What follows belongs to an exercise in optimizing a design on an open flow for small area; a production flow would make more cautious choices. The RTL was checked by simulation tests, not by an equivalence proof against the original design. Power is estimated from default activity; no workload was simulated.

[design/flow/constraint.sdc]
create_clock -name core_clock -period 10.0 [get_ports {clk}]
set_input_delay 2.0000 -clock core_clock [delete_from_list [all_inputs] [get_ports {clk}]]
set_output_delay 2.0000 -clock core_clock [all_outputs]
set_load 0.01 [all_outputs]
[design/flow/run.sh]
#!/bin/bash
# synth_recipe.tcl (not shown) runs the flow's synth.tcl, then flattens the netlist and writes it again
# the make line also repeats each setting of config.mk as NAME=value (left out here)
make -C /OpenROAD-flow-scripts/flow DESIGN_CONFIG=/design/flow/config.mk WORK_HOME=/design/flow/orfs CLKGATE_MAP_FILE= SYNTH_SCRIPT=/design/flow/synth_recipe.tcl finish
[design/flow/design.v]
`timescale 1ns/1ps
module regs_uart (
    input  logic       clk,
    input  logic       rst,
    input  logic       wr_i,
    input  logic       rd_i,
    input  logic       rx_fifo_empty_i,
    input  logic       rx_oe,
    input  logic       rx_pe,
    input  logic       rx_fe,
    input  logic [7:0] rx_fifo_in,
    input  logic [2:0] addr_i,
    input  logic [7:0] din_i,
    output logic       tx_push_o,
    output logic       rx_pop_o,
    output logic       baud_out,
    output logic       fifo_en,
    output logic [7:0] lcr,
    output logic [7:0] dout_o
);
    logic dlab;
    assign dlab = lcr[7];
    logic a0, a1, a2, a3, a5, a7;
    assign a0 = (addr_i == 3'd0);
    assign a1 = (addr_i == 3'd1);
    assign a2 = (addr_i == 3'd2);
    assign a3 = (addr_i == 3'd3);
    assign a5 = (addr_i == 3'd5);
    assign a7 = (addr_i == 3'd7);
    assign tx_push_o = wr_i & a0 & ~dlab;
    assign rx_pop_o  = rd_i & a0 & ~dlab;
    logic [7:0] rx_data;
    always_ff @(posedge clk, posedge rst) begin
        if (rst)           rx_data <= '0;
        else if (rx_pop_o) rx_data <= rx_fifo_in;
    end
    logic [7:0] dlsb, dmsb;
    logic wr_dlsb, wr_dmsb;
    assign wr_dlsb = wr_i & a0 & dlab;
    assign wr_dmsb = wr_i & a1 & dlab;
    always_ff @(posedge clk, posedge rst) begin
        if (rst)          dlsb <= '0;
        else if (wr_dlsb) dlsb <= din_i;
    end
    always_ff @(posedge clk, posedge rst) begin
        if (rst)          dmsb <= '0;
        else if (wr_dmsb) dmsb <= din_i;
    end
    logic dl_updated;
    always_ff @(posedge clk, posedge rst) begin
        if (rst) dl_updated <= 1'b0;
        else     dl_updated <= wr_dlsb | wr_dmsb;
    end
    logic [15:0] baud_counter;
    logic        bc_zero;
    assign bc_zero = (baud_counter == 16'd0);
    always_ff @(posedge clk, posedge rst) begin
        if (rst)                         baud_counter <= '0;
        else if (dl_updated | bc_zero)   baud_counter <= {dmsb, dlsb};
        else                             baud_counter <= baud_counter - 16'd1;
    end
    always_ff @(posedge clk, posedge rst) begin
        if (rst) baud_out <= 1'b0;
        else     baud_out <= (|{dmsb, dlsb}) & bc_zero;
    end
    always_ff @(posedge clk, posedge rst) begin
        if (rst)              fifo_en <= 1'b0;
        else if (wr_i & a2)   fifo_en <= din_i[0];
    end
    always_ff @(posedge clk, posedge rst) begin
        if (rst)             lcr <= '0;
        else if (wr_i & a3)  lcr <= din_i;
    end
    logic [7:0] lcr_temp;
    always_ff @(posedge clk, posedge rst) begin
        if (rst)             lcr_temp <= '0;
        else if (rd_i & a3)  lcr_temp <= lcr;
    end
    logic lsr_dr, lsr_oe, lsr_pe, lsr_fe;
    always_ff @(posedge clk, posedge rst) begin
        if (rst) begin
            lsr_dr <= 1'b0;
            lsr_oe <= 1'b0;
            lsr_pe <= 1'b0;
            lsr_fe <= 1'b0;
        end else begin
            lsr_dr <= ~rx_fifo_empty_i;
            lsr_oe <= rx_oe;
            lsr_pe <= rx_pe;
            lsr_fe <= rx_fe;
        end
    end
    logic [4:0] lsr_temp;    
    always_ff @(posedge clk, posedge rst) begin
        if (rst)             lsr_temp <= '0;
        else if (rd_i & a5)  lsr_temp <= {1'b1, lsr_fe, lsr_pe, lsr_oe, lsr_dr};
    end
    logic [7:0] scr, scr_temp;
    always_ff @(posedge clk, posedge rst) begin
        if (rst)             scr <= '0;
        else if (wr_i & a7)  scr <= din_i;
    end
    always_ff @(posedge clk, posedge rst) begin
        if (rst)             scr_temp <= '0;
        else if (rd_i & a7)  scr_temp <= scr;
    end
    always_ff @(posedge clk, posedge rst) begin
        if (rst) dout_o <= '0;
        else case (addr_i)
            3'd0:    dout_o <= dlab ? dlsb : rx_data;
            3'd1:    dout_o <= dlab ? dmsb : 8'h00;
            3'd3:    dout_o <= lcr_temp;
            3'd5:    dout_o <= {1'b0, lsr_temp[4], lsr_temp[4], 1'b0, lsr_temp[3:0]};
            3'd7:    dout_o <= scr_temp;
            default: dout_o <= 8'h00;
        endcase
    end
endmodule
`timescale 1ns/1ps
module fifo_top #(
    parameter bit ZERO_HEAD = 1'b0    
) (
    input  logic       clk,
    input  logic       rst,
    input  logic       en,
    input  logic       push_in,
    input  logic       pop_in,
    input  logic [7:0] din,
    output logic [7:0] dout,
    output logic       empty,
    output logic       overrun
);
    logic [7:0] s [15];
    logic [3:0] p;
    logic       empty_t, full_t;
    logic push, pop;
    assign push = push_in & ~full_t;
    assign pop  = pop_in & ~empty_t;
    always_ff @(posedge clk) begin
        if (push) begin
            s[0] <= din;
            for (int i = 1; i < 15; i++) s[i] <= s[i-1];
        end
    end
    always_ff @(posedge clk, posedge rst) begin
        if (rst) begin
            p       <= 4'hf;
            empty_t <= 1'b1;
            full_t  <= 1'b0;
        end else begin
            case ({push, pop})
                2'b10: begin
                    p       <= p + 4'd1;
                    empty_t <= 1'b0;
                    full_t  <= (p == 4'd13) | ~en;
                end
                2'b01: begin
                    p       <= p - 4'd1;
                    empty_t <= (p == 4'd0) | ~en;
                    full_t  <= 1'b0;
                end
                default: ;
            endcase
        end
    end
    always_comb begin
        dout = ZERO_HEAD ? 8'h00 : s[14];
        for (int i = 0; i < 15; i++)
            if (p == 4'(i)) dout = s[i];
    end
    always_ff @(posedge clk, posedge rst) begin
        if (rst) overrun <= 1'b0;
        else     overrun <= push_in & full_t;
    end
    assign empty = empty_t;
endmodule
`timescale 1ns / 1ps
module uart_tx_top (
    input  logic       clk,
    input  logic       rst,
    input  logic       baud_pulse,
    input  logic       thre,
    input  logic       set_break,
    input  logic       sticky_parity,
    input  logic       eps,
    input  logic       pen,
    input  logic       stb,
    input  logic [1:0] wls,
    input  logic [7:0] din,
    output logic       pop,
    output logic       tx
);
    localparam STATE_IDLE = 2'b00;
    localparam STATE_STRT = 2'b01;
    localparam STATE_TRAN = 2'b10;
    localparam STATE_PARI = 2'b11;
    logic [1:0] state_reg;
    logic [4:0] count;
    logic [2:0] bit_count;
    logic [7:0] shift_reg;
    logic       d_parity, parity_out;
    logic cz, bz, start;
    assign cz    = (count == 5'd0);
    assign bz    = (bit_count == 3'd0);
    assign start = ~thre & cz;
    logic [4:0] stop_len;
    assign stop_len = ~stb ? 5'd15 : (wls == 2'b00) ? 5'd23 : 5'd31;
    always_ff @(posedge clk) begin
        if (rst) state_reg <= STATE_IDLE;
        else if (baud_pulse) begin
            case (state_reg)
                STATE_IDLE: if (start)       state_reg <= STATE_STRT;
                STATE_STRT: if (cz)          state_reg <= STATE_TRAN;
                STATE_TRAN: if (bz & cz)     state_reg <= pen ? STATE_PARI : STATE_IDLE;
                STATE_PARI: if (cz)          state_reg <= STATE_IDLE;
            endcase
        end
    end
    always_ff @(posedge clk, posedge rst) begin
        if (rst) count <= '0;
        else if (baud_pulse) begin
            if (!cz)                                            count <= count - 5'd1;
            else if (state_reg == STATE_PARI ||
                     (state_reg == STATE_TRAN && bz && !pen))   count <= stop_len;
            else                                                count <= 5'd15;
        end
    end
    always_ff @(posedge clk) begin
        if (baud_pulse) begin
            case (state_reg)
                STATE_IDLE: if (start)     bit_count <= {1'b1, wls};
                STATE_TRAN: if (!bz & cz)  bit_count <= bit_count - 3'd1;
                default: ;
            endcase
        end
    end
    always_ff @(posedge clk) begin
        if (baud_pulse) begin
            case (state_reg)
                STATE_IDLE: if (start)     shift_reg <= din;
                STATE_STRT: if (cz)        shift_reg <= shift_reg >> 1;
                STATE_TRAN: if (!bz & cz)  shift_reg <= shift_reg >> 1;
                default: ;
            endcase
        end
    end
    always_ff @(posedge clk) begin
        if (baud_pulse && state_reg == STATE_STRT)
            case (wls)
                2'b00: d_parity <= ^shift_reg[4:0];
                2'b01: d_parity <= ^shift_reg[5:0];
                2'b10: d_parity <= ^shift_reg[6:0];
                2'b11: d_parity <= ^shift_reg[7:0];
            endcase
    end
    always_ff @(posedge clk) begin
        if (baud_pulse && state_reg == STATE_TRAN)
            parity_out <= sticky_parity ? ~eps : (d_parity ^ ~eps);
    end
    logic tx_data, next_pop;
    always_comb begin
        tx_data  = tx;
        next_pop = 1'b0;
        if (baud_pulse) begin
            case (state_reg)
                STATE_IDLE: if (start) begin tx_data = 1'b0; next_pop = 1'b1; end
                STATE_STRT: if (cz) tx_data = shift_reg[0];
                STATE_TRAN: if (cz) tx_data = !bz ? shift_reg[0] : pen ? parity_out : 1'b1;
                STATE_PARI: if (cz) tx_data = 1'b1;
            endcase
        end
    end
    always_ff @(posedge clk, posedge rst) begin
        if (rst) begin
            tx  <= 1'b1;
            pop <= 1'b0;
        end else begin
            tx  <= tx_data & ~set_break;
            pop <= next_pop;
        end
    end
endmodule
`timescale 1ns / 1ps
module uart_rx_top (
    input  logic       clk,
    input  logic       rst,
    input  logic       baud_pulse,
    input  logic       sticky_parity,
    input  logic       eps,
    input  logic       pen,
    input  logic [1:0] wls,
    input  logic       rx,
    output logic       push,
    output logic       pe,
    output logic       fe,
    output logic [7:0] data_out
);
    logic rx_reg;
    always_ff @(posedge clk, posedge rst) begin
        if (rst) rx_reg <= 1'b1;
        else     rx_reg <= rx;
    end
    localparam STATE_IDLE = 3'b000;
    localparam STATE_STRT = 3'b001;
    localparam STATE_TRAN = 3'b010;
    localparam STATE_PARI = 3'b011;
    localparam STATE_STOP = 3'b100;
    logic [2:0] state_reg;
    logic [3:0] count;
    logic [2:0] bit_count;
    logic       pe_reg;
    logic cz, c7, bz;
    assign cz = (count == 4'd0);
    assign c7 = (count == 4'd7);
    assign bz = (bit_count == 3'd0);
    always_ff @(posedge clk) begin
        if (rst) state_reg <= STATE_IDLE;
        else if (baud_pulse) begin
            case (state_reg)
                STATE_IDLE: if (~rx_reg)       state_reg <= STATE_STRT;
                STATE_STRT: if (c7 & rx)       state_reg <= STATE_IDLE;
                            else if (cz)       state_reg <= STATE_TRAN;
                STATE_TRAN: if (bz & cz)       state_reg <= pen ? STATE_PARI : STATE_STOP;
                STATE_PARI: if (cz)            state_reg <= STATE_STOP;
                STATE_STOP: if (cz)            state_reg <= STATE_IDLE;
                default:                       state_reg <= STATE_IDLE;
            endcase
        end
    end
    always_ff @(posedge clk) begin
        if (baud_pulse) begin
            if (state_reg == STATE_IDLE || cz || (state_reg == STATE_STRT && c7 && rx))
                count <= 4'd15;
            else
                count <= count - 4'd1;
        end
    end
    always_ff @(posedge clk) begin
        if (baud_pulse) begin
            case (state_reg)
                STATE_STRT: if (cz)        bit_count <= {1'b1, wls};
                STATE_TRAN: if (!bz & cz)  bit_count <= bit_count - 3'd1;
                default: ;
            endcase
        end
    end
    always_ff @(posedge clk, posedge rst) begin
        if (rst) data_out <= '0;
        else if (baud_pulse && state_reg == STATE_TRAN && c7) begin
            case (wls)
                2'b00: data_out <= {3'b000, rx, data_out[4:1]};
                2'b01: data_out <= {2'b00,  rx, data_out[5:1]};
                2'b10: data_out <= {1'b0,   rx, data_out[6:1]};
                2'b11: data_out <= {        rx, data_out[7:1]};
            endcase
        end
    end
    always_ff @(posedge clk) begin
        if (baud_pulse && state_reg == STATE_TRAN && cz && bz)
            pe_reg <= sticky_parity ? ~(rx ^ eps) : ~^{rx, data_out, eps};
    end
    always_ff @(posedge clk, posedge rst) begin
        if (rst) begin
            pe   <= 1'b0;
            fe   <= 1'b0;
            push <= 1'b0;
        end else begin
            push <= 1'b0;
            if (baud_pulse && c7) begin
                if (state_reg == STATE_PARI) pe <= pe_reg;
                if (state_reg == STATE_STOP) begin
                    fe   <= ~rx;
                    push <= 1'b1;
                end
            end
        end
    end
endmodule
`timescale 1ns /1ps
module all_mod (
    input  logic       clk, rst, wr, rd,
    input  logic       rx,
    input  logic [2:0] addr,
    input  logic [7:0] din,
    output logic       tx,
    output logic [7:0] dout
);
    logic       baud_pulse, fifo_en;
    logic [7:0] lcr;
    logic       tx_fifo_push, tx_fifo_pop, tx_fifo_empty;
    logic [7:0] tx_fifo_out;
    logic       rx_fifo_push, rx_fifo_pop, rx_fifo_empty, r_oe, r_pe, r_fe;
    logic [7:0] rx_fifo_out, rx_out;
    regs_uart uart_regs_inst (
        .clk (clk),
        .rst (rst),
        .wr_i (wr),
        .rd_i (rd),
        .rx_fifo_empty_i (rx_fifo_empty),
        .rx_oe (r_oe),
        .rx_pe (r_pe),
        .rx_fe (r_fe),
        .rx_fifo_in (rx_fifo_out),
        .addr_i (addr),
        .din_i (din),
        .tx_push_o (tx_fifo_push),
        .rx_pop_o (rx_fifo_pop),
        .baud_out (baud_pulse),
        .fifo_en (fifo_en),
        .lcr (lcr),
        .dout_o (dout)
    );
    uart_tx_top uart_tx_inst (
        .clk (clk),
        .rst (rst),
        .baud_pulse (baud_pulse),
        .thre (tx_fifo_empty),
        .set_break (lcr[6]),
        .sticky_parity (lcr[5]),
        .eps (lcr[4]),
        .pen (lcr[3]),
        .stb (lcr[2]),
        .wls (lcr[1:0]),
        .din (tx_fifo_out),
        .pop (tx_fifo_pop),
        .tx (tx)
    );
    fifo_top #(.ZERO_HEAD(1'b0)) tx_fifo_inst (
        .clk (clk),
        .rst (rst),
        .en (fifo_en),
        .push_in (tx_fifo_push),
        .pop_in (tx_fifo_pop),
        .din (din),
        .dout (tx_fifo_out),
        .empty (tx_fifo_empty),
        .overrun ()
    );
    uart_rx_top uart_rx_inst (
        .clk (clk),
        .rst (rst),
        .baud_pulse (baud_pulse),
        .sticky_parity (lcr[5]),
        .eps (lcr[4]),
        .pen (lcr[3]),
        .wls (lcr[1:0]),
        .rx (rx),
        .push (rx_fifo_push),
        .pe (r_pe),
        .fe (r_fe),
        .data_out (rx_out)
    );
    fifo_top #(.ZERO_HEAD(1'b1)) rx_fifo_inst (
        .clk (clk),
        .rst (rst),
        .en (fifo_en),
        .push_in (rx_fifo_push),
        .pop_in (rx_fifo_pop),
        .din (rx_out),
        .dout (rx_fifo_out),
        .empty (rx_fifo_empty),
        .overrun (r_oe)
    );
endmodule
[design/flow/config.mk]
export PLATFORM = sky130hd
export DESIGN_NAME = all_mod
export DESIGN_NICKNAME = all_mod
export VERILOG_FILES = /design/flow/design.v
export SDC_FILE = /design/flow/constraint.sdc
export NUM_CORES = 4
export LEC_CHECK = 0
export CAP_MARGIN = 20
export CORE_MARGIN = 2
export CORE_UTILIZATION = 40
export CTS_BUF_LIST = sky130_fd_sc_hd__clkbuf_4
export CTS_CLUSTER_SIZE = 30
export SLEW_MARGIN = 20
==> flow_metrics.tcl, run 1 <==
set metrics [dict create \
    syn_area_per_cell_um2 12.7 \
    maxSlewHeadroom_pct 23.0 \
    ir_drop_v 0.000129 \
    min_period_ps 4300 \
    r2r_slack_ps 6770 \
    combPwrFrac_pct 29.5 \
    seq_area_frac_synth_pct 64.3 \
    top_regs "rx_fifo_inst.s: 120 flops, tx_fifo_inst.s: 120 flops, uart_regs_inst.baud_counter: 16 flops" \
    setup_tns_ps 0 \
    yosys-top-cells-area "edfxtp_1, dfrtp_1, mux2_2, a21oi_1, o21ai_0" \
    syn_nets 1391 \
    worst_pin_slew_ps 1150 \
    drv_cap 0 \
    die_h_um 211 \
    fin_ws_ps 5700 \
    crit_arrival_ps 4700 \
    power_frac_seq_pct 42.7 \
    ctsResizeCount 0 \
    avgViaCountPerCell 5.69 \
    grt_pass1_wl_mm 65.5 \
    vias 11569 \
    power_mw 4.95 \
    pre_cts_slack_ps 4920 \
    final_layout_size_suffix_gt1_share_pct 18.8 \
    cts_tree "done" \
    yosys_most_used_dff "edfxtp_1" \
    synth_top_area_cell "edfxtp_1" \
    crit_family "buffers and inverters" \
    io_pins 25 \
    htree_levels 3 \
    final_max_slew_viol_count 0 \
    fillers 3873 \
    path_clk_slew_ps 70 \
    grt_max_degree 85 \
    holdPathEnd "uart_regs_inst.lsr_oe" \
    min_path_type "reg2reg" \
    grt_pass1_vias 11645 \
    cpPeakStageDelay_ps 700 \
    ctsLongestPathBuffers 3 \
    cts_hold_buf 0 \
    gr-usage-all-layers_pct 18.9 \
    cts-root-buf "clkbuf_4" \
    power_density_nw_per_um2 258 \
    finClkSkew_ps 68.6 \
    rsz0062_at_grt "no" \
    synth_area_um2 17200 \
    drc 0 \
    reg2reg_depth 5 \
    dieArea_um2 44700 \
    end_kind "flip-flop" \
    dr.first_iter.drc_count 1006 \
    p_sw_mw 1.79 \
    start_util_pct 40.7 \
    synth.distinct_cells 80 \
    synth_top_area_share_pct 45.6 \
    internal_power_mw 3.16 \
    hold_viol 0 \
    drt-total-wl_mm 41.5 \
    hpwl_mm 25.7 \
    outcome "finished clean" \
    core-area_um2 42200 \
    cp_data_required_time_ps 10400 \
    ys_ff_latch 390 \
    syn_to_final_growth_pct 11.7 \
    clock-sinks 390 \
    finalSetupViolations 0 \
    cp_cell_sequence "clkdlybuf4s50_1, nor2_1, nand2_1, or4_1, inv_4, buf_4" \
    port_buffers 24 \
    critPathKind "in2reg" \
    crit_slowest_cell "buf_4" \
    layout.nets 1455 \
    r2r-end "uart_tx_inst.shift_reg[4]" \
    dr.pass1.iters 5 \
    wl_per_cell_um 20.4 \
    critPathMaxFanout 65 \
    fin_crit_sh_pct 43.0 \
    postCtsSetupRepairBufs 0 \
    switching_share_pct 36.1 \
    insertion_delay_ps 830 \
    synth-edff-count 261 \
    ys_async_sr_fraction_pct 31.8 \
    max_freq_mhz 233 \
    ys_warn_count 7 \
    start_kind "input pin" \
    final_area_um2 19200 \
    num_rows 75 \
    cts_buffers 101 \
    min-delay-start "rx_fifo_inst.overrun" \
    die_w_um 211 \
    min_path_cells 0 \
    gp_routability_congestion 0.817 \
    crit_buf_inv 3 \
    regToRegStartpoint "tx_fifo_inst.p[2]" \
    overflow 0 \
    final_antenna_net_count 0 \
    synth_cells 1351 \
    dpl_cell_area_um2 17900 \
    share_clk_of_total_power_pct 27.8 \
    antenna_found_initial 2 \
    leakage_nw 6.88 \
]
-- synth_stat cells, types with 4 or more instances --
cell type,count
a211o_1,5
a211oi_1,10
a21oi_1,75
a221o_1,5
a221oi_1,35
a222oi_1,6
a22o_1,12
a22oi_1,9
a31oi_1,15
and2_1,5
and3_1,7
buf_1,10
buf_2,6
clkbuf_1,57
dfrtp_1,112
dfstp_2,12
dfxtp_1,5
edfxtp_1,261
ha_1,24
inv_1,56
mux2_2,67
mux2i_1,10
nand2_1,93
nand2b_1,22
nand3_1,26
nand3b_1,7
nand4_1,13
nor2_1,72
nor2b_1,19
nor3_1,23
nor3b_1,4
nor4_1,8
o211ai_1,4
o21ai_0,75
o221a_2,6
o221ai_1,5
o22a_1,12
o22ai_1,20
o2bb2ai_1,6
o31ai_1,19
or2_2,7
or4_1,4
xnor2_1,36
xor2_1,7
-- worst register-to-register path, cell delays in order (launching register included) --
cell	delay [ps]
dfstp_2	860
inv_1	550
nor2_1	850
a21oi_1	190
a31o_2	290
a41o_1	190
-- metrics by stage --
| stage | hold slack [ps] | util, % | cells |
|---|---|---|---|
| after floorplan | 331 | - | 1351 |
| after global placement | 338 | 42.5 | 1851 |
| after detailed placement | 342 | 42.5 | 1851 |
| after CTS | 362 | 45.5 | 2031 |
| after global routing | 383 | 45.5 | 2032 |
| final | 360 | 45.5 | 2032 |
-- power groups by stage --
stage	clock, mW	combinational [mW]	sequential, mW
3_3_place_gp	0	1.42	2.14
4_1_cts	1.42	1.45	2.11
5_1_grt	1.50	1.60	2.13
2_1_floorplan	0	1.10	2.01
3_5_place_dp	0	1.44	2.14
6_report	1.37	1.46	2.12
-- routing by layer --
metal / GRT usage (%) / part of all wire (%) / vias up
met3: 4.41 / 6.5 / 93
met5: 0 / 0 / -
met2: 28.5 / 45 / 424
met1: 25.6 / 45 / 5713
li1: - / - / 5339
met4: 9.76 / 4.1 / 0
-- layout by cell type (no fill, tap or decap), drive strengths merged, types with 8 or more instances in the layout --
master and instances:
mux2 67, o31ai 19, nand2 94, a221oi 36, nor4 8, o22ai 20
a31oi 15, buf 13, nand4 13, nor3 25, a211oi 10, edfxtp 261
xnor2 36, nor2b 19, clkinv 29, a21oi 75, a22oi 9, inv 60
a22o 12, nand3 26, nand2b 22, nor2 72, o22a 12, o21ai 77
dfrtp 112, ha 24, dfstp 12, mux2i 10, clkbuf 147, clkdlybuf4s50 24
-- layout make-up --
class / instances / area [um2] / share of cell area, %
antenna: 1 / 2.50 / 0.0130
clock buffer: 147 / 1100 / 5.74
clock inverter: 33 / 174 / 0.905
inverter: 58 / 225 / 1.17
multi-input combinational: 827 / 5640 / 29.3
sequential: 390 / 11100 / 57.5
tap: 539 / 674 / 3.51
timing repair buffer: 37 / 338 / 1.76
-- kinds of logic (layout without fill, tap and decap cells) --
family | count (synthesis) | count (layout) | share of synthesized area [%]
DFF | 390 | 390 | 64.3
AOI/OAI and AO/OA | 356 | 356 | 14.2
and+or+nand+nor | 327 | 327 | 9.57
buffers and inverters | 134 | 275 | 3.02
muxes | 77 | 77 | 4.97
xor gates and xnor gates | 43 | 43 | 2.19
adders and majority gates | 24 | 24 | 1.75
other | 0 | 1 | 0
-- how the worst max path moves through the flow --
| stage | cells past startpoint | endpoint | slack (ps) | start |
|---|---|---|---|---|
| after CTS | 6 | tx_fifo_inst.s[11][5] | 5790 | addr[2] |
| final | 6 | tx_fifo_inst.s[3][5] | 5700 | addr[2] |
| after floorplan | 3 | tx_fifo_inst.s[0][0] | 4530 | addr[1] |
| after detailed placement | 6 | tx_fifo_inst.s[9][7] | 4920 | addr[2] |
| after global placement | 6 | tx_fifo_inst.s[8][7] | 4960 | addr[2] |
| after global routing | 6 | tx_fifo_inst.s[11][5] | 5560 | addr[2] |
==> inputs of run 2 (changes only) <==
--- a/design/flow/config.mk
+++ b/design/flow/config.mk
@@ -8,6 +8,4 @@
 export CAP_MARGIN = 20
 export CORE_MARGIN = 2
 export CORE_UTILIZATION = 40
-export CTS_BUF_LIST = sky130_fd_sc_hd__clkbuf_4
-export CTS_CLUSTER_SIZE = 30
 export SLEW_MARGIN = 20
==> run 2 against run 1 <==
Effect of this change: first-iteration DRC count is 0.70% lower; clock skew decreased by 48 ps; highest routed layer unchanged; clock power grew 14%; final cell count fell by 5.0%; clock-buffer cell count decreased by 85; still clean on timing, DRC and antenna; worst setup slack worse by 220 ps; die area unchanged; largest cell class unchanged; non-clock buffer count stayed put; combinational power hardly changed; sequential power barely moved; power increased by 3.8%.
==> flow_metrics.tcl, run 2 <==
set metrics [dict create \
    outcome "finished clean" \
    end_kind "flip-flop" \
    cts_tree "done" \
    postCtsSetupRepairBufs 0 \
    grt_pass1_wl_mm 64.6 \
    leakage_nw 6.81 \
    seq_area_frac_synth_pct 64.3 \
    final_antenna_net_count 0 \
    ys_async_sr_fraction_pct 31.8 \
    setup_tns_ps 0 \
    grt_max_degree 85 \
    final_max_slew_viol_count 0 \
    gr-usage-all-layers_pct 18.6 \
    path_clk_slew_ps 60 \
    die_w_um 211 \
    synth_area_um2 17200 \
    power_mw 5.14 \
    worst_pin_slew_ps 1120 \
    synth_top_area_share_pct 45.6 \
    synth-edff-count 261 \
    ctsResizeCount 0 \
    min_path_type "reg2reg" \
    die_h_um 211 \
    synth_cells 1351 \
    min_period_ps 4510 \
    core-area_um2 42200 \
    synth_top_area_cell "edfxtp_1" \
    layout.nets 1396 \
    avgViaCountPerCell 5.80 \
    ir_drop_v 0.000152 \
    synth.distinct_cells 80 \
    critPathKind "in2reg" \
    drt-total-wl_mm 40.9 \
    insertion_delay_ps 580 \
    ctsLongestPathBuffers 3 \
    final_layout_size_suffix_gt1_share_pct 13.7 \
    cts_buffers 42 \
    rsz0062_at_grt "no" \
    yosys-top-cells-area "edfxtp_1, dfrtp_1, mux2_2, a21oi_1, o21ai_0" \
    finalSetupViolations 0 \
    hold_viol 0 \
    cts-root-buf "clkbuf_16" \
    fin_crit_sh_pct 45.1 \
    finClkSkew_ps 20.4 \
    start_kind "input pin" \
    dr.first_iter.drc_count 999 \
    syn_to_final_growth_pct 12.4 \
    ys_ff_latch 390 \
    critPathMaxFanout 65 \
    mostFrequentLayoutCell "edfxtp_1" \
    wl_per_cell_um 21.2 \
    hpwl_mm 25.7 \
    vias 11186 \
    maxSlewHeadroom_pct 25.3 \
    antenna_found_initial 0 \
    overflow 0 \
    dieArea_um2 44700 \
    top_regs "rx_fifo_inst.s: 120 flops, tx_fifo_inst.s: 120 flops, uart_regs_inst.baud_counter: 16 flops" \
    ys_top_cells_by_count "edfxtp_1, dfrtp_1, nand2_1" \
    drv_cap 0 \
    gp_routability_congestion 0.817 \
    port_buffers 24 \
    cts_hold_buf 0 \
    num_rows 75 \
    io_pins 25 \
    dr.pass1.iters 5 \
    yosysMostFrequentCell "edfxtp_1" \
    yosys_most_used_dff "edfxtp_1" \
    max_freq_mhz 222 \
    syn_area_per_cell_um2 12.7 \
    crit_arrival_ps 4710 \
    clock-sinks 390 \
    htree_levels 2 \
    drc 0 \
    power_density_nw_per_um2 266 \
    syn_nets 1391 \
    grt_pass1_vias 11124 \
    cp_data_required_time_ps 10190 \
    start_util_pct 40.7 \
    final_cell_mix "edfxtp_1, dfrtp_1, nand2_1" \
    ys_warn_count 7 \
]
[run 2: kinds of logic after synthesis]
kind of cell             synth area share [%]
AND/OR/NAND/NOR                          9.57
AO/OA/AOI/OAI                            14.2
buffers and inverters                    3.02
XOR/XNOR                                 2.19
flip-flops                               64.3
adder cells (fa/ha/maj)                  1.75
multiplexers                             4.97
[run 2: final cells by class]
type,instances,area [um2]
Sequential cell,390,11100
Tap cell,539,674
Clock buffer,62,1250
Timing Repair Buffer,37,338
Antenna cell,1,2.50
Clock inverter,16,150
Multi-Input combinational cell,827,5640
Fill cell,3808,22900
Inverter,58,225
[run 2: critical path: stages]
cell,delay (ps)
clkdlybuf4s50_1,520
nor2_1,230
nand2_1,60
or4_1,480
inv_4,610
buf_4,710
[run 2: routing by layer]
layer	vias to the layer above	track usage [%]	routed length (um)
met5	-	0	0
met1	5611	25.9	18500
met4	0	7.33	1240
li1	5140	-	-
met3	77	3.26	2400
met2	358	29.1	18700
[run 2: through the flow]
stage | cells | utilization [%] | area, um2 | hold slack (ps) | worst slack (ps)
2_1_floorplan | 1351 | - | 17200 | 331 | 4530
3_3_place_gp | 1851 | 42.5 | 17900 | 338 | 4960
3_5_place_dp | 1851 | 42.5 | 17900 | 342 | 4920
4_1_cts | 1929 | 45.8 | 19300 | 357 | 5530
5_1_grt | 1929 | 45.8 | 19300 | 370 | 5320
6_report | 1930 | 45.8 | 19300 | 356 | 5490
[run 2: path summary, 6_finish.rpt]
| check | startpoint | end | slack, ps | depth (start not counted) |
|---|---|---|---|---|
| max | addr[2] | tx_fifo_inst.s[4][7] | 5490 | 6 |
| min | rx_fifo_inst.overrun | uart_regs_inst.lsr_oe | 360 | 0 |
| max reg2reg | rx_fifo_inst.p[0] | uart_regs_inst.rx_data[4] | 6860 | 8 |
| min reg2reg | rx_fifo_inst.overrun | uart_regs_inst.lsr_oe | 360 | 0 |
| max in group asynchronous | rst | uart_tx_inst.count[2] | 6510 | 3 |
| min in group asynchronous | rst | uart_tx_inst.count[0] | 2110 | 2 |
[run 2: power by group]
group,total [mW],internal [mW],switching [mW]
clock network,1.56,0.902,0.657
logic,1.46,0.565,0.898
registers,2.12,1.90,0.218
==> inputs of run 3 (changes only) <==
--- a/design/flow/config.mk
+++ b/design/flow/config.mk
@@ -8,4 +8,7 @@
 export CAP_MARGIN = 20
 export CORE_MARGIN = 2
 export CORE_UTILIZATION = 40
+export CTS_BUF_LIST = sky130_fd_sc_hd__clkbuf_8
+export CTS_CLUSTER_DIAMETER = 60
+export CTS_CLUSTER_SIZE = 18
 export SLEW_MARGIN = 20
==> run 3 against run 2 <==
Effect of this change: clock skew grew 19 ps; critical path depth unchanged; worst setup slack better by 27 ps; clock power fell by 28%; area after synthesis is the same; wire length down 0.51%; sequential share of layout area is 1.7 points higher; combinational power is essentially flat; register-to-register slack worse by 40 ps; utilization shrank 1.3 points; critical path type unchanged; synthesized cell count stayed put; still clean on timing, DRC and antenna.
==> flow_metrics.tcl, run 3 <==
set metrics [dict create \
    htree_levels 2 \
    drt-total-wl_mm 40.7 \
    path_clk_slew_ps 100 \
    max_freq_mhz 223 \
    ys_warn_count 7 \
    dr.pass1.iters 5 \
    seq_area_frac_synth_pct 64.3 \
    ys_async_sr_fraction_pct 31.8 \
    clock-sinks 390 \
    avgViaCountPerCell 5.85 \
    holdPathEnd "uart_regs_inst.lsr_oe" \
    r2r-end "uart_regs_inst.rx_data[2]" \
    r2r_slack_ps 6820 \
    outcome "finished clean" \
    min_period_ps 4490 \
    start_util_pct 40.7 \
    end_kind "flip-flop" \
    stdcell_count 1913 \
    fin_crit_sh_pct 44.9 \
    mostFrequentLayoutCell "edfxtp_1" \
    dpl_cell_area_um2 17900 \
    synth.distinct_cells 80 \
    hold_viol 0 \
    cts_hold_buf 0 \
    wl_per_cell_um 21.3 \
    min_path_cells 0 \
    ys_top_cells_by_count "edfxtp_1, dfrtp_1, nand2_1" \
    io_pins 25 \
    start_kind "input pin" \
    cts_tree "done" \
    die_w_um 211 \
    leakage_nw 6.54 \
    syn_nets 1391 \
    antenna_found_initial 0 \
    final_antenna_net_count 0 \
    maxSlewHeadroom_pct 18.3 \
    synth-edff-count 261 \
    synth_top_area_cell "edfxtp_1" \
    final_layout_size_suffix_gt1_share_pct 13.2 \
    crit_family "buffers and inverters" \
    reg2reg_depth 8 \
    syn_to_final_growth_pct 9.18 \
    cts-root-buf "clkbuf_8" \
    yosysMostFrequentCell "edfxtp_1" \
    power_density_nw_per_um2 250 \
    final_cell_mix "edfxtp_1, dfrtp_1, nand2_1" \
    syn_area_per_cell_um2 12.7 \
    dieArea_um2 44700 \
    gp_routability_congestion 0.817 \
    final_max_slew_viol_count 0 \
    overflow 0 \
    ir_drop_v 0.000139 \
    ctsLongestPathBuffers 3 \
    setup_tns_ps 0 \
    vias 11191 \
    cts_buffers 34 \
    final_area_um2 18800 \
    grt_max_degree 85 \
    cp_cell_sequence "clkdlybuf4s50_1, nor2_1, nand2_1, or4_1, inv_4, buf_4" \
    cp_data_required_time_ps 10210 \
    yosys-top-cells-area "edfxtp_1, dfrtp_1, mux2_2, a21oi_1, o21ai_0" \
    grt_pass1_vias 11005 \
    insertion_delay_ps 620 \
    n_antenna_cell 0 \
    drv_cap 0 \
    critPathMaxFanout 65 \
    min-delay-start "rx_fifo_inst.overrun" \
    ys_ff_latch 390 \
    critPathKind "in2reg" \
    hpwl_mm 25.7 \
    regToRegStartpoint "rx_fifo_inst.p[0]" \
    die_h_um 211 \
    top_regs "rx_fifo_inst.s: 120 flops, tx_fifo_inst.s: 120 flops, uart_regs_inst.baud_counter: 16 flops" \
    synth_area_um2 17200 \
    finClkSkew_ps 39.0 \
    worst_pin_slew_ps 1220 \
    crit_arrival_ps 4690 \
    layout.nets 1388 \
    yosys_most_used_dff "edfxtp_1" \
    crit_buf_inv 3 \
    postCtsSetupRepairBufs 0 \
    port_buffers 24 \
    synth_cells 1351 \
    core-area_um2 42200 \
    min_path_type "reg2reg" \
    rsz0062_at_grt "no" \
    cpPeakStageDelay_ps 700 \
    whs_ps 362 \
    startpoint "addr[2]" \
    ctsResizeCount 0 \
    drc 0 \
    finalSetupViolations 0 \
    dr.first_iter.drc_count 1078 \
    num_rows 75 \
    dp_cells 1851 \
    synth_top_area_share_pct 45.6 \
    gr-usage-all-layers_pct 18.5 \
    crit_slowest_cell "buf_4" \
    grt_pass1_wl_mm 64.1 \
]
[run 3: final cells by class]
cell class	count	area, um2
clock inverters	27	368
clock buffers	35	482
repair buffers	37	338
inverters	58	225
fillers	3859	23400
well taps	539	674
flip-flops and latches	390	11100
multi-input cells	827	5640
[run 3: worst max path at each step]
stage	slack, ps	to	depth (start not counted)
floorplan	4530	tx_fifo_inst.s[0][0]	3
global placement	4960	tx_fifo_inst.s[8][7]	6
detailed placement	4920	tx_fifo_inst.s[9][7]	6
CTS	5570	tx_fifo_inst.s[12][5]	6
global route	5340	tx_fifo_inst.s[12][5]	6
finish	5510	tx_fifo_inst.s[12][5]	6
[run 3: logic make-up after synthesis]
family                   share of synthesized area, %
AO/OA/AOI/OAI                                    14.2
XOR/XNOR                                         2.19
adder cells (fa/ha/maj)                          1.75
buffers and inverters                            3.02
flip-flops                                       64.3
multiplexers                                     4.97
AND/OR/NAND/NOR                                  9.57
[run 3: metrics by stage]
step                power [mW]  util [%]  setup slack [ps]
floorplan                 3.12         -              4530
global placement          3.56      42.5              4960
detailed placement        3.58      42.5              4920
CTS                       4.72      44.5              5570
global route              4.96      44.5              5340
finish                    4.70      44.5              5510
[run 3: routing by layer]
layer | GRT usage [%] | up-vias | share of wire (%)
met3 | 2.66 | 75 | 5.9
met1 | 26.0 | 5615 | 45
met5 | 0 | - | 0
li1 | - | 5113 | -
met2 | 28.6 | 388 | 45
met4 | 8.01 | 0 | 3.8
[run 3: report_power, final]
part | switching (mW) | internal, mW | leakage [nW]
Clock | 0.596 | 0.534 | 0.428
Sequential | 0.217 | 1.89 | 3.84
Combinational | 0.895 | 0.565 | 2.28
==> inputs of run 4 (changes only) <==
==> design/flow/config.mk (replaced) <==
export PLATFORM = sky130hd
export DESIGN_NAME = all_mod
export DESIGN_NICKNAME = all_mod
export VERILOG_FILES = /design/flow/design.v
export SDC_FILE = /design/flow/constraint.sdc
export NUM_CORES = 4
export LEC_CHECK = 0
export CAP_MARGIN = 20
export CORE_MARGIN = 2
export CORE_UTILIZATION = 60
export CTS_BUF_LIST = sky130_fd_sc_hd__clkbuf_2 sky130_fd_sc_hd__clkbuf_4 sky130_fd_sc_hd__clkbuf_8
export SLEW_MARGIN = 20
==> run 4 against run 3 <==
Effect of this change: still clean on timing, DRC and antenna; non-clock buffer count increased by 1; register-to-register slack better by 80 ps; area after synthesis stayed put; combinational power about the same; highest routed layer unchanged.
==> flow_metrics.tcl, run 4 <==
set metrics [dict create \
    outcome "finished clean" \
    dieArea_um2 30000 \
    top_regs "rx_fifo_inst.s: 120 flops, tx_fifo_inst.s: 120 flops, uart_regs_inst.baud_counter: 16 flops" \
    final_max_slew_viol_count 0 \
    ctsResizeCount 0 \
    postCtsSetupRepairBufs 0 \
    cp_data_required_time_ps 10190 \
    cp.depth 6 \
    ys_async_sr_fraction_pct 31.8 \
    n_antenna_cell 0 \
    syn_area_per_cell_um2 12.7 \
    synth.distinct_cells 80 \
    stdcell_count 1809 \
    critPathMaxFanout 65 \
    start_util_pct 61.4 \
    ys_ff_latch 390 \
    fillers 2098 \
    synth-edff-count 261 \
    ctsLongestPathBuffers 3 \
    cts_hold_buf 0 \
    critPathKind "in2reg" \
    seq_area_frac_synth_pct 64.3 \
    ys_warn_count 7 \
    fin_crit_sh_pct 45.8 \
    maxSlewHeadroom_pct 26.6 \
    hold_viol 0 \
    final_layout_size_suffix_gt1_share_pct 16.6 \
    synth_area_um2 17200 \
    yosys_most_used_dff "edfxtp_1" \
    gp_routability_congestion 0.863 \
    end_kind "flip-flop" \
    grt_pass1_wl_mm 63.9 \
    yosysMostFrequentCell "edfxtp_1" \
    ys_top_cells_by_count "edfxtp_1, dfrtp_1, nand2_1" \
    overflow 0 \
    final_area_um2 19000 \
    dpl_cell_area_um2 17700 \
    clock-sinks 390 \
    mostFrequentLayoutCell "edfxtp_1" \
    layout.nets 1421 \
    synth_top_area_share_pct 45.6 \
    wl_per_cell_um 22.1 \
    drv_cap 0 \
    cpPeakStageDelay_ps 760 \
    dp_cells 1691 \
    hpwl_mm 25.2 \
    final_antenna_net_count 0 \
    avgViaCountPerCell 6.32 \
    power_density_nw_per_um2 262 \
    finalSetupViolations 0 \
    antenna_found_initial 0 \
    synth_cells 1351 \
    drc 0 \
    syn_to_final_growth_pct 10.7 \
    syn_nets 1391 \
    crit_buf_inv 3 \
    insertion_delay_ps 580 \
    gr-usage-all-layers_pct 27.1 \
    cts_buffers 66 \
    finClkSkew_ps 26.2 \
    leakage_nw 6.82 \
    r2r_slack_ps 6900 \
    core-area_um2 28000 \
    cts_tree "done" \
    die_h_um 173 \
    crit_path_end "tx_fifo_inst.s[1][7]" \
    worst_pin_slew_ps 1100 \
    io_pins 25 \
    crit_family "buffers and inverters" \
    whs_ps 350 \
    vias 11428 \
    cp_cell_sequence "clkdlybuf4s50_1, nor2_1, nand2_1, or4_1, inv_4, buf_4" \
    grt_pass1_vias 11316 \
    synth_top_area_cell "edfxtp_1" \
    rsz0062_at_grt "no" \
    dr.first_iter.drc_count 1420 \
    max_freq_mhz 218 \
    path_clk_slew_ps 60 \
    num_rows 61 \
    regToRegStartpoint "uart_regs_inst.lcr[7]" \
    startpoint "addr[2]" \
    yosys-top-cells-area "edfxtp_1, dfrtp_1, mux2_2, a21oi_1, o21ai_0" \
    grt_max_degree 79 \
    crit_arrival_ps 4770 \
    setup_tns_ps 0 \
    r2r-end "tx_fifo_inst.s[1][7]" \
    final_util_pct 68.0 \
    dr.pass1.iters 8 \
    htree_levels 3 \
    final_cell_mix "edfxtp_1, dfrtp_1, nand2_1" \
    ir_drop_v 0.000138 \
    min_path_type "reg2reg" \
    drt-total-wl_mm 39.9 \
    crit_slowest_cell "buf_4" \
    reg2reg_depth 3 \
    min_period_ps 4580 \
    die_w_um 173 \
    cts-root-buf "clkbuf_8" \
    start_kind "input pin" \
    port_buffers 24 \
]
==> run 4: cell counts after synthesis <==
Identical to the previous run, type by type.
==> run 4: where the power goes <==
group          internal [mW]  switching (mW)  total (mW)
clock                  0.784           0.633        1.42
combinational          0.568           0.882        1.45
sequential              1.90           0.227        2.12
==> run 4: cells by family (layout without fill, tap and decap cells) <==
family | after synthesis | after routing | synth area share [%]
XOR/XNOR | 43 | 43 | 2.19
multiplexers | 77 | 77 | 4.97
AO/OA/AOI/OAI | 356 | 356 | 14.2
adder cells (fa/ha/maj) | 24 | 24 | 1.75
buffers and inverters | 134 | 214 | 3.02
AND/OR/NAND/NOR | 327 | 327 | 9.57
flip-flops | 390 | 390 | 64.3
==> run 4: through the flow <==
stage / total power [mW] / worst slack [ps]
4_1_cts: 5.00 / 5480
5_1_grt: 5.25 / 5250
2_1_floorplan: 3.12 / 4530
3_3_place_gp: 3.55 / 4960
6_report: 4.99 / 5420
3_5_place_dp: 3.57 / 4870
==> run 4: per-layer routing <==
metal | GRT usage, % | up-vias | wire, um
met4 | 9.60 | 0 | 1030
li1 | - | 5184 | -
met5 | 0 | - | 0
met1 | 40.9 | 5659 | 18100
met2 | 39.5 | 503 | 17500
met3 | 5.39 | 82 | 3320
==> run 4: worst min-delay path by stage <==
stage | startpoint | cells past startpoint | slack, ps | to
6_report | rx_fifo_inst.overrun | 0 | 350 | uart_regs_inst.lsr_oe
5_1_grt | rx_fifo_inst.overrun | 0 | 350 | uart_regs_inst.lsr_oe
4_1_cts | rx_fifo_inst.overrun | 0 | 350 | uart_regs_inst.lsr_oe
3_5_place_dp | rx_fifo_inst.overrun | 0 | 350 | uart_regs_inst.lsr_oe
3_3_place_gp | rx_fifo_inst.overrun | 0 | 340 | uart_regs_inst.lsr_oe
2_1_floorplan | rx_fifo_inst.overrun | 0 | 330 | uart_regs_inst.lsr_oe
==> run 4: worst register-to-register path: stages (launching register included) <==
cell,delay (ps)
dfrtp_1,600
or4_1,720
inv_4,570
buf_4,800
==> run 4: layout make-up <==
class | instances | area, um2 | share of cell area (%)
sequential | 390 | 11100 | 58.0
multi-input combinational | 827 | 5640 | 29.6
clock buffer | 105 | 1230 | 6.47
tap | 378 | 473 | 2.48
timing repair buffer | 38 | 345 | 1.81
inverter | 58 | 225 | 1.18
clock inverter | 13 | 77.6 | 0.407
==> inputs of run 5 (changes only) <==
==> design/flow/config.mk (replaced) <==
export PLATFORM = sky130hd
export DESIGN_NAME = all_mod
export DESIGN_NICKNAME = all_mod
export VERILOG_FILES = /design/flow/design.v
export SDC_FILE = /design/flow/constraint.sdc
export NUM_CORES = 4
export LEC_CHECK = 0
export CAP_MARGIN = 20
export CORE_MARGIN = 2
export CORE_UTILIZATION = 40
export CTS_BUF_LIST = sky130_fd_sc_hd__clkbuf_16
export CTS_CLUSTER_DIAMETER = 100
export CTS_CLUSTER_SIZE = 30
export SLEW_MARGIN = 20
==> run 5 against run 4 <==
Effect of this change: still clean on timing, DRC and antenna; register-to-register slack got worse by 30 ps; hold slack improved by 16 ps; area after synthesis unchanged; combinational power about the same; worst setup slack improved by 46 ps; via count decreased by 4.6%; maximum frequency increased by 1.0%.
==> flow_metrics.tcl, run 5 <==
set metrics [dict create \
    outcome "finished clean" \
    power_density_nw_per_um2 237 \
    combPwrFrac_pct 33.4 \
    synthAdderAreaFrac_pct 1.75 \
    regToRegStartpoint "rx_fifo_inst.p[0]" \
    min-delay-start "rx_fifo_inst.overrun" \
    maxSlewHeadroom_pct 24.1 \
    die_w_um 211 \
    htree_levels 1 \
    synth_xor_area_share_pct 2.19 \
    stdcell_count 1879 \
    mostFrequentLayoutCell "edfxtp_1" \
    synth-edff-count 261 \
    syn_to_final_growth_pct 6.90 \
    syn_area_per_cell_um2 12.7 \
    final_area_um2 18400 \
    final_cell_mix "edfxtp_1, dfrtp_1, nand2_1" \
    cp_data_required_time_ps 10160 \
    min_period_ps 4540 \
    n_antenna_cell 0 \
    ys_warn_count 7 \
    start_kind "input pin" \
    internal_power_mw 2.76 \
    insertion_delay_ps 550 \
    fin_crit_sh_pct 45.4 \
    top_regs "rx_fifo_inst.s: 120 flops, tx_fifo_inst.s: 120 flops, uart_regs_inst.baud_counter: 16 flops" \
    cts_hold_buf 0 \
    grt_pass1_wl_mm 62.8 \
    synth_cells 1351 \
    dr.first_iter.drc_count 1064 \
    finClkSkew_ps 31.7 \
    grt_pass1_vias 10801 \
    wl_per_cell_um 21.2 \
    cts_buffers 16 \
    ys_top_cells_by_count "edfxtp_1, dfrtp_1, nand2_1" \
    multi_input_area_um2 5640 \
    worst_pin_slew_ps 1140 \
    end_kind "flip-flop" \
    cts_tree "done" \
    port_buffers 24 \
    hold_viol 0 \
    avgViaCountPerCell 5.80 \
    holdPathEnd "uart_regs_inst.lsr_oe" \
    synth_mux_area_share_pct 4.97 \
    share_clk_of_total_power_pct 18.2 \
    synth.distinct_cells 80 \
    power_frac_seq_pct 48.5 \
    io_pins 25 \
    min_path_type "reg2reg" \
    core-area_um2 42200 \
    seq_area_frac_synth_pct 64.3 \
    r2r_slack_ps 6870 \
    gr-usage-all-layers_pct 17.9 \
    die_h_um 211 \
    yosysMostFrequentCell "edfxtp_1" \
    synth_compound_area_share_pct 14.2 \
    switching_share_pct 36.6 \
    synth-simple-area-share_pct 9.57 \
    r2r-end "uart_regs_inst.rx_data[2]" \
    dpl_cell_area_um2 17900 \
    drt-total-wl_mm 39.8 \
    synth_top_area_share_pct 45.6 \
    cts-root-buf "clkbuf_16" \
    p_sw_mw 1.59 \
    ctsLongestPathBuffers 3 \
    synth_top_area_cell "edfxtp_1" \
    min_path_cells 0 \
    ir_drop_v 0.000124 \
    critPathMaxFanout 65 \
    setup_tns_ps 0 \
    vias 10907 \
    syn_nets 1391 \
    gp_routability_congestion 0.817 \
    dieArea_um2 44700 \
    layout.nets 1370 \
    overflow 0 \
    finalSetupViolations 0 \
    max_freq_mhz 220 \
    whs_ps 366 \
    ctsResizeCount 0 \
    dp_cells 1851 \
    ys_async_sr_fraction_pct 31.8 \
    final_max_slew_viol_count 0 \
    crit_arrival_ps 4700 \
    rsz0062_at_grt "no" \
    ys_ff_latch 390 \
    hpwl_mm 25.7 \
    regArea_um2 11100 \
    drv_cap 0 \
    leakage_nw 6.38 \
    clock-sinks 390 \
    antenna_found_initial 0 \
    critPathKind "in2reg" \
    synth_top_family_by_area "compound AO/OA/AOI/OAI gates" \
    final_layout_size_suffix_gt1_share_pct 10.4 \
    fillers 3898 \
    postCtsSetupRepairBufs 0 \
    yosys_most_used_dff "edfxtp_1" \
    drc 0 \
    synth_area_um2 17200 \
    final_antenna_net_count 0 \
    reg2reg_depth 8 \
    grt_max_degree 85 \
    start_util_pct 40.7 \
    dr.pass1.iters 5 \
    final_util_pct 43.5 \
    num_rows 75 \
    yosys-top-cells-area "edfxtp_1, dfrtp_1, mux2_2, a21oi_1, o21ai_0" \
    path_clk_slew_ps 110 \
]
## run 5: cell count changes in the layout (fill, tap and decap cells not counted), moves of 3 or more
| cell | previous run | this run |
|---|---|---|
| clkbuf_16 | 0 | 16 |
| clkinv_1 | 5 | 1 |
| clkbuf_8 | 71 | 0 |
| clkbuf_4 | 34 | 0 |
| inv_1 | 53 | 64 |
| clkinv_2 | 4 | 0 |
| clkinvlp_4 | 3 | 0 |
## run 5: layout make-up
class	count	area share [%]
sequential	390	60.1
tap	539	3.67
inverter	58	1.22
clock buffer	16	2.18
multi-input combinational	827	30.7
clock inverter	12	0.313
timing repair buffer	37	1.84
## run 5: logic make-up after synthesis
kind of cell | count (synthesis)
buffers and inverters | 134
xor gates and xnor gates | 43
muxes | 77
AOI/OAI and AO/OA | 356
adders and majority gates | 24
DFF | 390
and+or+nand+nor | 327
## run 5: how the worst max path moves through the flow
stage | slack (ps) | start | to | cells past startpoint
CTS | 5500 | addr[2] | tx_fifo_inst.s[11][7] | 6
global placement | 4960 | addr[2] | tx_fifo_inst.s[8][7] | 6
finish | 5460 | addr[2] | tx_fifo_inst.s[1][4] | 6
detailed placement | 4920 | addr[2] | tx_fifo_inst.s[9][7] | 6
global route | 5300 | addr[2] | tx_fifo_inst.s[6][6] | 6
floorplan | 4530 | addr[1] | tx_fifo_inst.s[0][0] | 3
## run 5: layer usage
metal  vias to the layer above  global-route usage [%]  wire, um
met5                         -                   0.556        34
met4                         2                    6.39      1330
met3                        55                    2.31      2110
met2                       318                    27.9     18200
met1                      5470                    25.6     18100
li1                       5062                       -         -
## run 5: critical path, cell delays in order
cell and delay (ps):
clkdlybuf4s50_1 510, nor2_1 230, nand2_1 60, or4_1 480
inv_4 610, buf_4 710
## run 5: power groups by stage
stage / sequential, mW / clock [mW] / combinational [mW]
4_1_cts: 2.11 / 0.814 / 1.45
2_1_floorplan: 2.01 / 0 / 1.10
5_1_grt: 2.13 / 0.864 / 1.60
3_3_place_gp: 2.14 / 0 / 1.42
6_report: 2.11 / 0.790 / 1.45
3_5_place_dp: 2.14 / 0 / 1.44
## run 5: stage by stage
stage,setup WS (ps),power [mW]
after floorplan,4530,3.12
after global placement,4960,3.56
after detailed placement,4920,3.58
after CTS,5500,4.37
after global routing,5300,4.60
final,5460,4.35
==> inputs of run 6 (changes only) <==
--- a/design/flow/design.v
+++ b/design/flow/design.v
@@ -14,6 +14,7 @@
     output logic       tx_push_o,
     output logic       rx_pop_o,
     output logic       baud_out,
+    output logic       baud_d,
     output logic       fifo_en,
     output logic [7:0] lcr,
     output logic [7:0] dout_o
@@ -64,6 +65,10 @@
         else     baud_out <= (|{dmsb, dlsb}) & bc_zero;
     end
     always_ff @(posedge clk, posedge rst) begin
+        if (rst) baud_d <= 1'b0;
+        else     baud_d <= baud_out;
+    end
+    always_ff @(posedge clk, posedge rst) begin
         if (rst)              fifo_en <= 1'b0;
         else if (wr_i & a2)   fifo_en <= din_i[0];
     end
@@ -76,24 +81,20 @@
         if (rst)             lcr_temp <= '0;
         else if (rd_i & a3)  lcr_temp <= lcr;
     end
-    logic lsr_dr, lsr_oe, lsr_pe, lsr_fe;
+    logic lsr_dr, lsr_oe;
     always_ff @(posedge clk, posedge rst) begin
         if (rst) begin
             lsr_dr <= 1'b0;
             lsr_oe <= 1'b0;
-            lsr_pe <= 1'b0;
-            lsr_fe <= 1'b0;
         end else begin
             lsr_dr <= ~rx_fifo_empty_i;
             lsr_oe <= rx_oe;
-            lsr_pe <= rx_pe;
-            lsr_fe <= rx_fe;
         end
     end
     logic [4:0] lsr_temp;    
     always_ff @(posedge clk, posedge rst) begin
         if (rst)             lsr_temp <= '0;
-        else if (rd_i & a5)  lsr_temp <= {1'b1, lsr_fe, lsr_pe, lsr_oe, lsr_dr};
+        else if (rd_i & a5)  lsr_temp <= {1'b1, rx_fe, rx_pe, lsr_oe, lsr_dr};
     end
     logic [7:0] scr, scr_temp;
     always_ff @(posedge clk, posedge rst) begin
@@ -131,11 +132,11 @@
     output logic       overrun
 );
     logic [7:0] s [15];
-    logic [3:0] p;
-    logic       empty_t, full_t;
+    logic [3:0] n;
+    logic       nonempty, full_t;
     logic push, pop;
     assign push = push_in & ~full_t;
-    assign pop  = pop_in & ~empty_t;
+    assign pop  = pop_in & nonempty;
     always_ff @(posedge clk) begin
         if (push) begin
             s[0] <= din;
@@ -144,41 +145,46 @@
     end
     always_ff @(posedge clk, posedge rst) begin
         if (rst) begin
-            p       <= 4'hf;
-            empty_t <= 1'b1;
-            full_t  <= 1'b0;
+            n        <= 4'd0;
+            nonempty <= 1'b0;
+            full_t   <= 1'b0;
         end else begin
             case ({push, pop})
                 2'b10: begin
-                    p       <= p + 4'd1;
-                    empty_t <= 1'b0;
-                    full_t  <= (p == 4'd13) | ~en;
+                    n        <= n + 4'd1;
+                    nonempty <= 1'b1;
+                    full_t   <= (n == 4'd14) | ~en;
                 end
                 2'b01: begin
-                    p       <= p - 4'd1;
-                    empty_t <= (p == 4'd0) | ~en;
-                    full_t  <= 1'b0;
+                    n        <= n - 4'd1;
+                    nonempty <= (n != 4'd1) & en;
+                    full_t   <= 1'b0;
                 end
                 default: ;
             endcase
         end
     end
     always_comb begin
-        dout = ZERO_HEAD ? 8'h00 : s[14];
-        for (int i = 0; i < 15; i++)
-            if (p == 4'(i)) dout = s[i];
+        case (n)
+            4'd1: dout = s[0];   4'd2: dout = s[1];   4'd3: dout = s[2];   4'd4: dout = s[3];
+            4'd5: dout = s[4];   4'd6: dout = s[5];   4'd7: dout = s[6];   4'd8: dout = s[7];
+            4'd9: dout = s[8];   4'd10: dout = s[9];  4'd11: dout = s[10]; 4'd12: dout = s[11];
+            4'd13: dout = s[12]; 4'd14: dout = s[13]; 4'd15: dout = s[14];
+            default: dout = ZERO_HEAD ? 8'h00 : s[0];
+        endcase
     end
     always_ff @(posedge clk, posedge rst) begin
         if (rst) overrun <= 1'b0;
         else     overrun <= push_in & full_t;
     end
-    assign empty = empty_t;
+    assign empty = ~nonempty;
 endmodule
 `timescale 1ns / 1ps
 module uart_tx_top (
     input  logic       clk,
     input  logic       rst,
     input  logic       baud_pulse,
+    input  logic       baud_d,        
     input  logic       thre,
     input  logic       set_break,
     input  logic       sticky_parity,
@@ -257,13 +263,13 @@
         if (baud_pulse && state_reg == STATE_TRAN)
             parity_out <= sticky_parity ? ~eps : (d_parity ^ ~eps);
     end
-    logic tx_data, next_pop;
+    assign pop = baud_d & (state_reg == STATE_STRT) & (count == 5'd15);
+    logic tx_data;
     always_comb begin
         tx_data  = tx;
-        next_pop = 1'b0;
         if (baud_pulse) begin
             case (state_reg)
-                STATE_IDLE: if (start) begin tx_data = 1'b0; next_pop = 1'b1; end
+                STATE_IDLE: if (start) tx_data = 1'b0;
                 STATE_STRT: if (cz) tx_data = shift_reg[0];
                 STATE_TRAN: if (cz) tx_data = !bz ? shift_reg[0] : pen ? parity_out : 1'b1;
                 STATE_PARI: if (cz) tx_data = 1'b1;
@@ -271,13 +277,8 @@
         end
     end
     always_ff @(posedge clk, posedge rst) begin
-        if (rst) begin
-            tx  <= 1'b1;
-            pop <= 1'b0;
-        end else begin
-            tx  <= tx_data & ~set_break;
-            pop <= next_pop;
-        end
+        if (rst) tx <= 1'b1;
+        else     tx <= tx_data & ~set_break;
     end
 endmodule
 `timescale 1ns / 1ps
@@ -285,14 +286,15 @@
     input  logic       clk,
     input  logic       rst,
     input  logic       baud_pulse,
+    input  logic       baud_d,        
     input  logic       sticky_parity,
     input  logic       eps,
     input  logic       pen,
     input  logic [1:0] wls,
     input  logic       rx,
     output logic       push,
-    output logic       pe,
-    output logic       fe,
+    output logic       pe,            
+    output logic       fe,            
     output logic [7:0] data_out
 );
     logic rx_reg;
@@ -309,9 +311,10 @@
     logic [3:0] count;
     logic [2:0] bit_count;
     logic       pe_reg;
-    logic cz, c7, bz;
+    logic cz, c7, c6, bz;
     assign cz = (count == 4'd0);
     assign c7 = (count == 4'd7);
+    assign c6 = (count == 4'd6);
     assign bz = (bit_count == 3'd0);
     always_ff @(posedge clk) begin
         if (rst) state_reg <= STATE_IDLE;
@@ -359,20 +362,16 @@
         if (baud_pulse && state_reg == STATE_TRAN && cz && bz)
             pe_reg <= sticky_parity ? ~(rx ^ eps) : ~^{rx, data_out, eps};
     end
+    logic pe_strobe;
+    assign pe_strobe = baud_d & c6 & (state_reg == STATE_PARI);
+    assign push      = baud_d & c6 & (state_reg == STATE_STOP);
     always_ff @(posedge clk, posedge rst) begin
         if (rst) begin
-            pe   <= 1'b0;
-            fe   <= 1'b0;
-            push <= 1'b0;
+            pe <= 1'b0;
+            fe <= 1'b0;
         end else begin
-            push <= 1'b0;
-            if (baud_pulse && c7) begin
-                if (state_reg == STATE_PARI) pe <= pe_reg;
-                if (state_reg == STATE_STOP) begin
-                    fe   <= ~rx;
-                    push <= 1'b1;
-                end
-            end
+            if (pe_strobe) pe <= pe_reg;
+            if (push)      fe <= ~rx_reg;
         end
     end
 endmodule
@@ -385,7 +384,7 @@
     output logic       tx,
     output logic [7:0] dout
 );
-    logic       baud_pulse, fifo_en;
+    logic       baud_pulse, baud_d, fifo_en;
     logic [7:0] lcr;
     logic       tx_fifo_push, tx_fifo_pop, tx_fifo_empty;
     logic [7:0] tx_fifo_out;
@@ -406,6 +405,7 @@
         .tx_push_o (tx_fifo_push),
         .rx_pop_o (rx_fifo_pop),
         .baud_out (baud_pulse),
+        .baud_d (baud_d),
         .fifo_en (fifo_en),
         .lcr (lcr),
         .dout_o (dout)
@@ -414,6 +414,7 @@
         .clk (clk),
         .rst (rst),
         .baud_pulse (baud_pulse),
+        .baud_d (baud_d),
         .thre (tx_fifo_empty),
         .set_break (lcr[6]),
         .sticky_parity (lcr[5]),
@@ -440,6 +441,7 @@
         .clk (clk),
         .rst (rst),
         .baud_pulse (baud_pulse),
+        .baud_d (baud_d),
         .sticky_parity (lcr[5]),
         .eps (lcr[4]),
         .pen (lcr[3]),
--- a/design/flow/config.mk
+++ b/design/flow/config.mk
@@ -9,6 +9,6 @@
 export CORE_MARGIN = 2
 export CORE_UTILIZATION = 40
 export CTS_BUF_LIST = sky130_fd_sc_hd__clkbuf_16
-export CTS_CLUSTER_DIAMETER = 100
+export CTS_CLUSTER_DIAMETER = 70
 export CTS_CLUSTER_SIZE = 30
 export SLEW_MARGIN = 20
==> run 6 against run 5 <==
Effect of this change: first-iteration DRC count fell by 17%; final cell count decreased by 7.1%; critical path depth stayed put; sequential power fell by 4%; clock skew is 11 ps lower; largest power group unchanged.
==> flow_metrics.tcl, run 6 <==
set metrics [dict create \
    cts-root-buf "clkbuf_16" \
    fillers 3714 \
    crit_slowest_cell "buf_4" \
    seq_area_frac_synth_pct 66.5 \
    holdPathEnd "uart_regs_inst.lsr_oe" \
    avgViaCountPerCell 5.60 \
    dr.pass1.iters 7 \
    drt-total-wl_mm 34.9 \
    hold_viol 0 \
    drc 0 \
    critPathMaxFanout 87 \
    final_layout_size_suffix_gt1_share_pct 13.4 \
    yosys_most_used_dff "edfxtp_1" \
    cp_cell_sequence "clkdlybuf4s50_1, nor3_1, nand2_1, or3_1, inv_4, buf_4" \
    die_w_um 207 \
    max_freq_mhz 205 \
    regArea_um2 11000 \
    ctsLongestPathBuffers 3 \
    ir_drop_v 0.000186 \
    setup_tns_ps 0 \
    num_rows 74 \
    final_cell_mix "edfxtp_1, dfrtp_1, mux2_2" \
    grt_pass1_vias 9499 \
    dr_wl_met3_mm 1.63 \
    min-delay-start "rx_fifo_inst.overrun" \
    layout.nets 1234 \
    p_sw_mw 1.43 \
    syn_area_per_cell_um2 13.9 \
    ys_async_sr_fraction_pct 31.3 \
    power_mw 4.32 \
    end_kind "flip-flop" \
    crit_buf_inv 3 \
    switching_share_pct 33.0 \
    yosysMostFrequentCell "edfxtp_1" \
    dr.first_iter.drc_count 887 \
    wl_per_cell_um 20.0 \
    synth_area_um2 16500 \
    core-area_um2 40700 \
    dr_wl_met2_mm 16.1 \
    insertion_delay_ps 590 \
    postCtsSetupRepairBufs 0 \
    grt_max_degree 88 \
    maxSlewHeadroom_pct 30.5 \
    gr-usage-all-layers_pct 16.5 \
    regToRegStartpoint "uart_rx_inst.state_reg[2]" \
    cts_tree "done" \
    antenna_found_initial 0 \
    min_period_ps 4870 \
    share_clk_of_total_power_pct 28.4 \
    cts_buffers 28 \
    min_path_cells 0 \
    dieArea_um2 42800 \
    synth_cells 1183 \
    ctsResizeCount 0 \
    cpPeakStageDelay_ps 890 \
    critPathKind "in2reg" \
    min_path_type "reg2reg" \
    internal_power_mw 2.89 \
    finalSetupViolations 0 \
    syn_to_final_growth_pct 10.8 \
    combPwrFrac_pct 24.9 \
    power_frac_seq_pct 46.7 \
    clock-sinks 387 \
    crit_arrival_ps 5070 \
    crit_family "buffers and inverters" \
    syn_nets 1227 \
    synth.distinct_cells 76 \
    synth_top_area_cell "edfxtp_1" \
    path_clk_slew_ps 90 \
    overflow 0 \
    worst_pin_slew_ps 1020 \
    hpwl_mm 22.4 \
    start_util_pct 40.5 \
    cts_hold_buf 0 \
    gp_routability_congestion 0.818 \
    ys_warn_count 7 \
    r2r-end "rx_fifo_inst.s[11][0]" \
    wl_met1_mm 16.5 \
    htree_levels 1 \
    power_density_nw_per_um2 237 \
    mostFrequentLayoutCell "edfxtp_1" \
    ys_ff_latch 387 \
    grt_pass1_wl_mm 55.4 \
    yosys-top-cells-area "edfxtp_1, dfrtp_1, mux2_2, ha_1, a21oi_1" \
    top_regs "rx_fifo_inst.s: 120 flops, tx_fifo_inst.s: 120 flops, uart_regs_inst.baud_counter: 16 flops" \
    final_antenna_net_count 0 \
    io_pins 25 \
    drv_cap 0 \
    top_layer "met4" \
    port_buffers 24 \
    synth-edff-count 261 \
    final_max_slew_viol_count 0 \
    die_h_um 207 \
    ys_top_cells_by_count "edfxtp_1, dfrtp_1, mux2_2" \
    r2r_slack_ps 6780 \
    fin_crit_sh_pct 48.7 \
    start_kind "input pin" \
    cp_data_required_time_ps 10200 \
    vias 9768 \
    outcome "finished clean" \
    leakage_nw 6.52 \
    rsz0062_at_grt "no" \
    reg2reg_depth 4 \
    multi_input_area_um2 5120 \
    synth_top_area_share_pct 47.6 \
    finClkSkew_ps 21.1 \
]
## run 6: cell count changes after synthesis, sizes merged, moves of 23 or more
| cell | delta |
|---|---|
| a221oi | -25 |
| inv | -23 |
| clkbuf | -25 |
| a22oi | +24 |
| o21ai | -46 |
| nand2 | -30 |
## run 6: how the worst max path moves through the flow
stage | slack [ps] | startpoint | cells after the start | endpoint
final | 5130 | addr[0] | 6 | tx_fifo_inst.s[9][6]
after global routing | 4850 | addr[0] | 6 | tx_fifo_inst.s[9][6]
after CTS | 5170 | addr[0] | 6 | tx_fifo_inst.s[9][6]
after detailed placement | 4520 | addr[0] | 6 | tx_fifo_inst.s[12][6]
after global placement | 4630 | addr[0] | 6 | tx_fifo_inst.s[2][6]
after floorplan | 4400 | addr[1] | 5 | tx_fifo_inst.s[0][0]
## run 6: cells by family (layout without fill, tap and decap cells)
logic type | after synthesis | count (layout) | share of synthesized area, %
fa+ha+maj | 28 | 28 | 2.13
simple gates | 269 | 269 | 8.43
buf+inv | 99 | 128 | 2.43
compound gates | 250 | 250 | 10.7
mux | 107 | 107 | 7.44
other cells | 0 | 1 | 0
flops | 387 | 387 | 66.5
xor+xnor | 43 | 43 | 2.28
## run 6: final cells by class
type / count / area share (%)
sequential: 387 / 60.1
multi-input combinational: 697 / 28.0
clock buffer: 31 / 4.25
tap: 532 / 3.65
timing repair buffer: 42 / 2.06
clock inverter: 21 / 1.19
inverter: 34 / 0.740
antenna: 1 / 0.0137
## run 6: power groups by stage
stage	clock network, mW	logic (mW)	registers (mW)
3_3_place_gp	0	1.08	2.05
3_5_place_dp	0	1.09	2.05
4_1_cts	1.26	1.09	2.02
5_1_grt	1.32	1.19	2.04
6_report	1.23	1.08	2.02
2_1_floorplan	0	0.798	1.98
## run 6: per-layer routing
metal  track usage (%)  up-vias
li1                  -     4526
met1              24.6     4979
met2              25.8      224
met3              2.26       39
met4              3.67        0
met5                 0        -
## run 6: worst reg2reg max path: cells and delay by family, from the launching register on
family | cells | cell delay (ps)
AND/OR/NAND/NOR | 2 | 960
flip-flops | 1 | 540
buffers and inverters | 2 | 1280
## run 6: per-stage QoR
| stage | std cells | util, % | worst slack (ps) | cell area, um2 | hold WS (ps) |
|---|---|---|---|---|---|
| 2_1_floorplan | 1183 | - | 4400 | 16500 | 331 |
| 3_3_place_gp | 1692 | 42.4 | 4630 | 17300 | 343 |
| 3_5_place_dp | 1692 | 42.4 | 4520 | 17300 | 345 |
| 4_1_cts | 1744 | 44.8 | 5170 | 18300 | 346 |
| 5_1_grt | 1744 | 44.8 | 4850 | 18300 | 350 |
| 6_report | 1745 | 44.8 | 5130 | 18300 | 358 |

==> port drivers added, routing unchanged <==
How much do the figures lean on ideal ports? The routed layouts below were timed once more, with nothing changed but the port constraints. Step 1 (the two cells are an assumption about what drives the block):
set clk [get_ports {clk}]
set_driving_cell -lib_cell sky130_fd_sc_hd__clkbuf_16 $clk
set_driving_cell -lib_cell sky130_fd_sc_hd__buf_2 [delete_from_list [all_inputs] $clk]
Step 2 also shifts input and output timing later by t, the mid clock arrival at the registers, as if the neighbouring blocks saw the same clock. Slacks: no drivers / after step 1 / after step 2; pairs: no drivers / after step 1.
run	t (ns)	setup WS [ns]	clock arrival spread, ns	slew at the worst register clock pin (ns)
run 1	0.855	5.704 / 5.722 / 4.867	0.096 / 0.096	0.07 / 0.07
run 2	0.627	5.488 / 5.516 / 4.889	0.025 / 0.025	0.06 / 0.06
run 3	0.647	5.515 / 5.537 / 4.889	0.053 / 0.053	0.12 / 0.12
run 4	0.618	5.419 / 5.440 / 4.822	0.026 / 0.026	0.06 / 0.06
run 5	0.587	5.465 / 5.492 / 4.905	0.040 / 0.039	0.12 / 0.12
run 6	0.625	5.132 / 5.147 / 4.522	0.021 / 0.022	0.09 / 0.09
After both steps setup and hold are still met in every run listed. The setup slack of run 1, which loses most, moves by +0.018 ns with the drivers and by -0.837 ns with both steps.
